This is an optimization exercise on Yosys and OpenROAD, whose aim is small area and a short achievable clock period, not a production implementation.
At most, simulation tests tie the RTL to the original design; equivalence was not proved.
Power and IR drop assume default switching activity.

build 47:
==> flow/design.v (excerpt) <==
module alu16bit (
  input clk,
  input reset,
  input [2:0] operation,
  input [15:0] operand_A,
  input [15:0] operand_B,
  output reg [31:0] result,
  output reg carry_flag,
  output reg zero_flag
);
For scale: ~930 cells after synthesis, roughly 34 flip-flops, roughly 8900 um2 of cells after synthesis.
Settings: LEC_CHECK=0, ABC_AREA=1, CAP_MARGIN=20, CORE_MARGIN=2, CORE_UTILIZATION=40, GPL_TIMING_DRIVEN=0, SLEW_MARGIN=20, SYNTH_HIERARCHICAL=1; clock period 7.2 ns.
standard.sh (not shown) runs the stock make flow with config.mk's settings and CLKGATE_MAP_FILE= SYNTH_SCRIPT=/design/flow/synth_recipe.tcl, a recipe that flattens the netlist after the stock synthesis.
==> flow/flow/run.sh <==
#!/bin/bash
# The standard layout, with the port buffers made of plain buffers (sky130
# buf_1, which the resizer may upsize) instead of the delay-cell buffers that
# buffer_ports picks by default.
set -euo pipefail
export BUFFER_PORTS_ARGS="-buffer_cell sky130_fd_sc_hd__buf_1"
bash standard.sh > standard.log 2>&1
What trial 25 does differently from build 47 at the input level:
--- a/flow/design.v
+++ b/flow/design.v
@@ -25,33 +25,15 @@
       3'd6: cv = ~(a | b);
       3'd7: cv = a ^ b;
       default: cv = 16'd0;
     endcase
   end
   wire cin = is_sub;
   wire [15:0] an = ~a;
-  wire op_mz = ~(operation[2] | operation[0]);
-  wire [15:0] mn;
-  wire op_an = ~(operation[2] | operation[1]);
-  a31oi um0 (b[0], operation[1], op_mz, op_an, mn[0]);
-  nand3 um1 (b[1], operation[1], op_mz, mn[1]);
-  nand3 um2 (b[2], operation[1], op_mz, mn[2]);
-  nand3 um3 (b[3], operation[1], op_mz, mn[3]);
-  nand3 um4 (b[4], operation[1], op_mz, mn[4]);
-  nand3 um5 (b[5], operation[1], op_mz, mn[5]);
-  nand3 um6 (b[6], operation[1], op_mz, mn[6]);
-  nand3 um7 (b[7], operation[1], op_mz, mn[7]);
-  nand3 um8 (b[8], operation[1], op_mz, mn[8]);
-  nand3 um9 (b[9], operation[1], op_mz, mn[9]);
-  nand3 um10 (b[10], operation[1], op_mz, mn[10]);
-  nand3 um11 (b[11], operation[1], op_mz, mn[11]);
-  nand3 um12 (b[12], operation[1], op_mz, mn[12]);
-  nand3 um13 (b[13], operation[1], op_mz, mn[13]);
-  nand3 um14 (b[14], operation[1], op_mz, mn[14]);
-  nand3 um15 (b[15], operation[1], op_mz, mn[15]);
+  wire [15:0] mn = ~m;
   wire p1;
   nor2 up1 (an[0], mn[0], p1);
   wire p2;
   nor2 up2 (an[1], mn[0], p2);
   wire p3;
   nor2 up3 (an[2], mn[0], p3);
   wire p4;
@@ -1238,13 +1220,7 @@
 module ha (input a, input b, output s, output co);
   assign s = a ^ b;
   assign co = a & b;
 endmodule
 module nor2 (input a, input b, output y);
   assign y = ~(a | b);
 endmodule
-module a31oi (input a, input b, input c, input d, output y);
-  assign y = ~((a & b & c) | d);
-endmodule
-module nand3 (input a, input b, input c, output y);
-  assign y = ~(a & b & c);
-endmodule
Results
- Any difference in count of nets left with antenna violations after detail routing between trial 25 and build 47 is small enough to ignore.
- Diff build 47 -> trial 25: cell area after synthesis shows a reduction of 2.4%, maximum number of pins on one net before global-route repair shows a reduction of 1, minimum period implied by the final worst setup slack shows a reduction of 0.076 ns, chip width shows a reduction of about 1.2%, via count shows a reduction of 106.
- Between build 47 and trial 25, the final worst setup slack is higher for trial 25.
- Compared with build 47, trial 25 shows placement row count that has gone down slightly.
- Trial 25 vs build 47 — clock tree buffer count of the final layout rose 1.
- Of build 47 and trial 25, the higher utilization of the core after routing belongs to trial 25.
- Trial 25 against build 47; overall routed net length is down by a few percent.
- Per the comparison of trial 25 with build 47, total power went down by about 0.9%; non-clock buffer count now smaller.
No run of this note included a check of the RTL's function; only the layout flow was run.

========
Another version of the RTL of alu16bit (not shown whole).
Size: ~900 cells after synthesis, ~34 flip-flops, about 71 I/O pins, roughly 0.0085 mm² of cells after synthesis.
clock: 7.2 ns
lec_check: 0
abc_area: 1
cap_margin: 20
core_margin: 2
core_utilization: 40
gpl_timing_driven: 0
slew_margin: 20
synth_hierarchical: 1
Scripts as last shown in full above: flow/flow/run.sh
Rerun with:
--- a/flow/design.v
+++ b/flow/design.v
@@ -1,32 +1,30 @@
 module alu16bit (
   input clk,
   input reset,
   input [2:0] operation,
   input [15:0] operand_A,
   input [15:0] operand_B,
   output reg [31:0] result,
   output reg carry_flag,
   output reg zero_flag
 );
   wire [15:0] a = operand_A;
   wire [15:0] b = operand_B;
-  wire is_add = ~reset & (operation == 3'd0);
-  wire is_sub = ~reset & (operation == 3'd1);
-  wire is_mul = ~reset & (operation == 3'd2);
+  wire is_add = (operation == 3'd0);
+  wire is_sub = (operation == 3'd1);
+  wire is_mul = (operation == 3'd2);
   wire [15:0] m = is_mul ? b : {15'd0, is_add | is_sub};
   reg [15:0] cv;
   always @(*) begin
-    if (reset) cv = 16'd0;
-    else
     case (operation)
       3'd0: cv = b;
       3'd1: cv = ~b;
       3'd3: cv = a & b;
       3'd4: cv = a | b;
       3'd5: cv = ~(a & b);
       3'd6: cv = ~(a | b);
       3'd7: cv = a ^ b;
       default: cv = 16'd0;
     endcase
   end
   wire cin = is_sub;
@@ -1165,29 +1163,35 @@
   wire n873, n874;
   ha un873 (n735, n782, n873, n874);
   wire n875, n876;
   ha un875 (n737, n810, n875, n876);
   wire n877 = ~n875;
   wire n878, n879;
   ha un878 (is_sub, n794, n878, n879);
   wire [31:0] s = {n878, n877, n873, n872, n868, n867, n864, n861, n857, n856, n852, n851, n847, n846, n843, n840, n836, n835, n832, n829, n825, n824, n820, n819, n816, n812, n687, n685, n683, n681, n679, n677};
   wire borrow = is_sub & s[16];
   wire zero_lo = (s[15:0] == 16'd0);
   wire zero_mul = (a == 16'd0) | (b == 16'd0);
   wire [31:0] r = s;
-  wire z = ~reset & (is_mul ? zero_mul : zero_lo);
+  wire z = is_mul ? zero_mul : zero_lo;
   always @(posedge clk) begin
-    result     <= r;
-    carry_flag <= borrow;
-    zero_flag  <= z;
+    if (reset) begin
+      result     <= 32'b0;
+      carry_flag <= 1'b0;
+      zero_flag  <= 1'b0;
+    end else begin
+      result     <= r;
+      carry_flag <= borrow;
+      zero_flag  <= z;
+    end
   end
 endmodule
 module fa (input a, input b, input c, output s, output co);
   assign s = a ^ b ^ c;
   assign co = (a & b) | (a & c) | (b & c);
 endmodule
 module ha (input a, input b, output s, output co);
   assign s = a ^ b;
   assign co = a & b;
 endmodule
 module nor2 (input a, input b, output y);
   assign y = ~(a | b);
The new run passed the timing, DRC and antenna checks.
Hold slack gets worse by 30 ps.
Worst setup slack gets better by 13 ps.
Area after synthesis came out higher by 2.6%.
Design area came out higher by 3.1%.
Fmax hardly moves.
For the second run of this note, only the layout was checked, not whether the RTL still works.

========
== run G ==
Another version of the RTL of alu16bit (not shown whole).
For scale: roughly 34 flip-flops, roughly 71 I/O pins.
Settings: LEC_CHECK=0, ABC_AREA=0, CAP_MARGIN=20, CORE_MARGIN=2, CORE_UTILIZATION=40, GPL_TIMING_DRIVEN=0, SLEW_MARGIN=20, SYNTH_HIERARCHICAL=1; clock period 7.2 ns.
Scripts as last shown in full above: flow/flow/run.sh
Run G reached the final stage; the timing, DRC and antenna checks on its layout passed.
Edits applied to the flow inputs when going from run G to run B:
diff --git a/flow/design.v b/flow/design.v
--- a/flow/design.v
+++ b/flow/design.v
@@ -8,15 +8,15 @@
   output reg carry_flag,
   output reg zero_flag
 );
   wire [15:0] a = operand_A;
   wire [15:0] b = operand_B;
   wire is_add = ~reset & (operation == 3'd0);
   wire is_sub = ~reset & (operation == 3'd1);
-  wire is_mul = (operation == 3'd2);
+  wire is_mul = ~reset & (operation == 3'd2);
   wire [15:0] m = is_mul ? b : {15'd0, is_add | is_sub};
   reg [15:0] cv;
   always @(*) begin
     if (reset) cv = 16'd0;
     else
     case (operation)
       3'd0: cv = b;
@@ -33,18 +33,21 @@
   wire [15:0] cvn;
   wire t00 = ~(is_sub | (~reset & (operation == 3'd5 || operation == 3'd6)));
   wire t01 = ~(is_add | (~reset & (operation == 3'd4 || operation == 3'd5 || operation == 3'd7)));
   wire t10 = ~(is_sub | (~reset & (operation == 3'd4 || operation == 3'd5 || operation == 3'd7)));
   wire t11 = ~(is_add | (~reset & (operation == 3'd3 || operation == 3'd4)));
   genvar cb;
   generate for (cb = 0; cb < 16; cb = cb + 1) begin : g_cv
-    cvbit ucv (a[cb], b[cb], t00, t01, t10, t11, cvn[cb]);
+    wire u0, u1;
+    mux2i ucu0 (b[cb], t01, t00, u0);
+    mux2i ucu1 (b[cb], t11, t10, u1);
+    mux2i ucv (a[cb], u1, u0, cvn[cb]);
   end endgenerate
   wire is_sub_n = ~is_sub;
-  wire [15:0] an = ~(a & {16{~reset}});    
+  wire [15:0] an = ~a;
   wire [15:0] mn = ~m;
   wire p1;
   nor2 up1 (an[0], mn[0], p1);
   wire p2;
   nor2 up2 (an[1], mn[0], p2);
   wire p3;
   nor2 up3 (an[2], mn[0], p3);
@@ -1265,16 +1268,16 @@
 endmodule
 module nor2 (input a, input b, output y);
   assign y = ~(a | b);
 endmodule
 module inv1 (input a, output y);
   assign y = ~a;
 endmodule
-module cvbit (input a, input b, input t00, input t01, input t10, input t11, output y);
-  assign y = a ? (b ? t11 : t10) : (b ? t01 : t00);
+module mux2i (input s, input d1, input d0, output y);
+  assign y = ~(s ? d1 : d0);
 endmodule
 module aoi21 (input a, input b, input c, output y);
   assign y = ~((a & b) | c);
 endmodule
 module o21ai (input a, input b, input c, output y);
   assign y = ~((a | b) & c);
 endmodule
### Flow results
Changes observed in run B relative to run G: average wire per standard cell +5.4%; overall die area increased about 0.6%.
Compare run B and run G | placement row count higher: run B
Between run B and run G, the relative max-transition margin is higher for run G.
The register area share after synthesis on run B is in line with that on run G.
Compared with run G, in run B area of all placed cells without fillers level; relative area change from synthesis to final layout moved down; peak per-stage delay on the critical path moved up; global-route usage moved up.
There was hardly any difference in register share of the cell area between run B and run G.
On count of mapped cells out of synthesis: run B sits above run G.
No functional check of the RTL was part of run G.

========
alu16bit, a different RTL version from the one above (not shown whole).
Size in the first run: ~930 cells after synthesis, about 0.0088 mm2 of cells after synthesis.
clock: 7.2 ns
lec_check: 0
abc_area: 1
cap_margin: 20
core_margin: 2
core_utilization: 40
gpl_timing_driven: 0
slew_margin: 20
synth_hierarchical: 1
Scripts as last shown in full above: flow/flow/run.sh
Change:
--- a/flow/design.v
+++ b/flow/design.v
@@ -27,15 +27,33 @@
       3'd6: cv = ~(a | b);
       3'd7: cv = a ^ b;
       default: cv = 16'd0;
     endcase
   end
   wire cin = is_sub;
   wire [15:0] an = ~a;
-  wire [15:0] mn = ~m;
+  wire op_mz = ~(operation[2] | operation[0] | reset);
+  wire [15:0] mn;
+  wire op_an = ~(operation[2] | operation[1] | reset);
+  a31oi um0 (b[0], operation[1], op_mz, op_an, mn[0]);
+  nand3 um1 (b[1], operation[1], op_mz, mn[1]);
+  nand3 um2 (b[2], operation[1], op_mz, mn[2]);
+  nand3 um3 (b[3], operation[1], op_mz, mn[3]);
+  nand3 um4 (b[4], operation[1], op_mz, mn[4]);
+  nand3 um5 (b[5], operation[1], op_mz, mn[5]);
+  nand3 um6 (b[6], operation[1], op_mz, mn[6]);
+  nand3 um7 (b[7], operation[1], op_mz, mn[7]);
+  nand3 um8 (b[8], operation[1], op_mz, mn[8]);
+  nand3 um9 (b[9], operation[1], op_mz, mn[9]);
+  nand3 um10 (b[10], operation[1], op_mz, mn[10]);
+  nand3 um11 (b[11], operation[1], op_mz, mn[11]);
+  nand3 um12 (b[12], operation[1], op_mz, mn[12]);
+  nand3 um13 (b[13], operation[1], op_mz, mn[13]);
+  nand3 um14 (b[14], operation[1], op_mz, mn[14]);
+  nand3 um15 (b[15], operation[1], op_mz, mn[15]);
   wire p1;
   nor2 up1 (an[0], mn[0], p1);
   wire p2;
   nor2 up2 (an[1], mn[0], p2);
   wire p3;
   nor2 up3 (an[2], mn[0], p3);
   wire p4;
@@ -1216,7 +1234,13 @@
 module ha (input a, input b, output s, output co);
   assign s = a ^ b;
   assign co = a & b;
 endmodule
 module nor2 (input a, input b, output y);
   assign y = ~(a | b);
 endmodule
+module a31oi (input a, input b, input c, input d, output y);
+  assign y = ~((a & b & c) | d);
+endmodule
+module nand3 (input a, input b, input c, output y);
+  assign y = ~(a & b & c);
+endmodule
Clock-buffer cell count is unchanged.
Routed wire length fell by 2.9%.
Design area fell by about 0.3%.
Non-clock buffer count rose by 6.
First-iteration DRC count fell by 5.4%.
Via count fell by 0.65%.
Sequential power stays flat.
Final cell count rose by 2.1%.
Combinational power is about the same.
Sequential share of layout area stays flat.
Power rose by 4.0%.
Hold slack loses 5.4 ps.
Synthesized cell count rose by about 2.6%.
Utilization rose by 1.2 points.
No run of this note included a check of the RTL's function; only the layout flow was run.

[separate check: timing with driven ports]
The flow's constraints put no driver on any port. The routed layouts listed below were extracted and timed again, unchanged, in two steps.
Step 1 (the two cells are an assumption about what drives the block):
set clk [get_ports {clk}]
set_driving_cell -lib_cell sky130_fd_sc_hd__clkbuf_16 $clk
set_driving_cell -lib_cell sky130_fd_sc_hd__buf_2 [delete_from_list [all_inputs] $clk]
Step 2 times the ports against the registers' clock, not the clock port: input delays grow and output delays shrink by t, the midpoint of the rising clock arrivals with the driver on.
a / b / c = ideal ports / drivers / drivers and shift; a / b = the first two.
| run | t (ns) | setup slack, ns | hold slack, ns |
|---|---|---|---|
| build 47 | 0.314 | 0.247 / 0.252 / -0.062 | 1.549 / 1.536 / 1.844 |
| trial 25 | 0.330 | 0.323 / 0.340 / 0.010 | 1.541 / 1.521 / 1.840 |
| the first run of note 2 | 0.343 | 0.340 / 0.359 / 0.016 | 1.633 / 1.615 / 1.844 |
| the second run of note 2 | 0.339 | 0.352 / 0.375 / 0.037 | 1.603 / 1.577 / 1.842 |
| run G | 0.335 | 0.347 / 0.357 / 0.022 | 1.583 / 1.571 / 1.836 |
| run B | 0.342 | 0.275 / 0.294 / -0.048 | 1.573 / 1.568 / 1.843 |
| the first run of note 4 | 0.354 | 0.233 / 0.251 / -0.103 | 1.513 / 1.491 / 1.842 |
| the second run of note 4 | 0.352 | 0.298 / 0.324 / -0.028 | 1.507 / 1.484 / 1.836 |
Met with ideal ports but missed after step 2: setup timing in build 47, run B, the first run of note 4 and the second run of note 4. For the first run of note 4, which loses most, drivers alone change the setup slack by +0.018 ns; drivers and shift together by -0.336 ns.
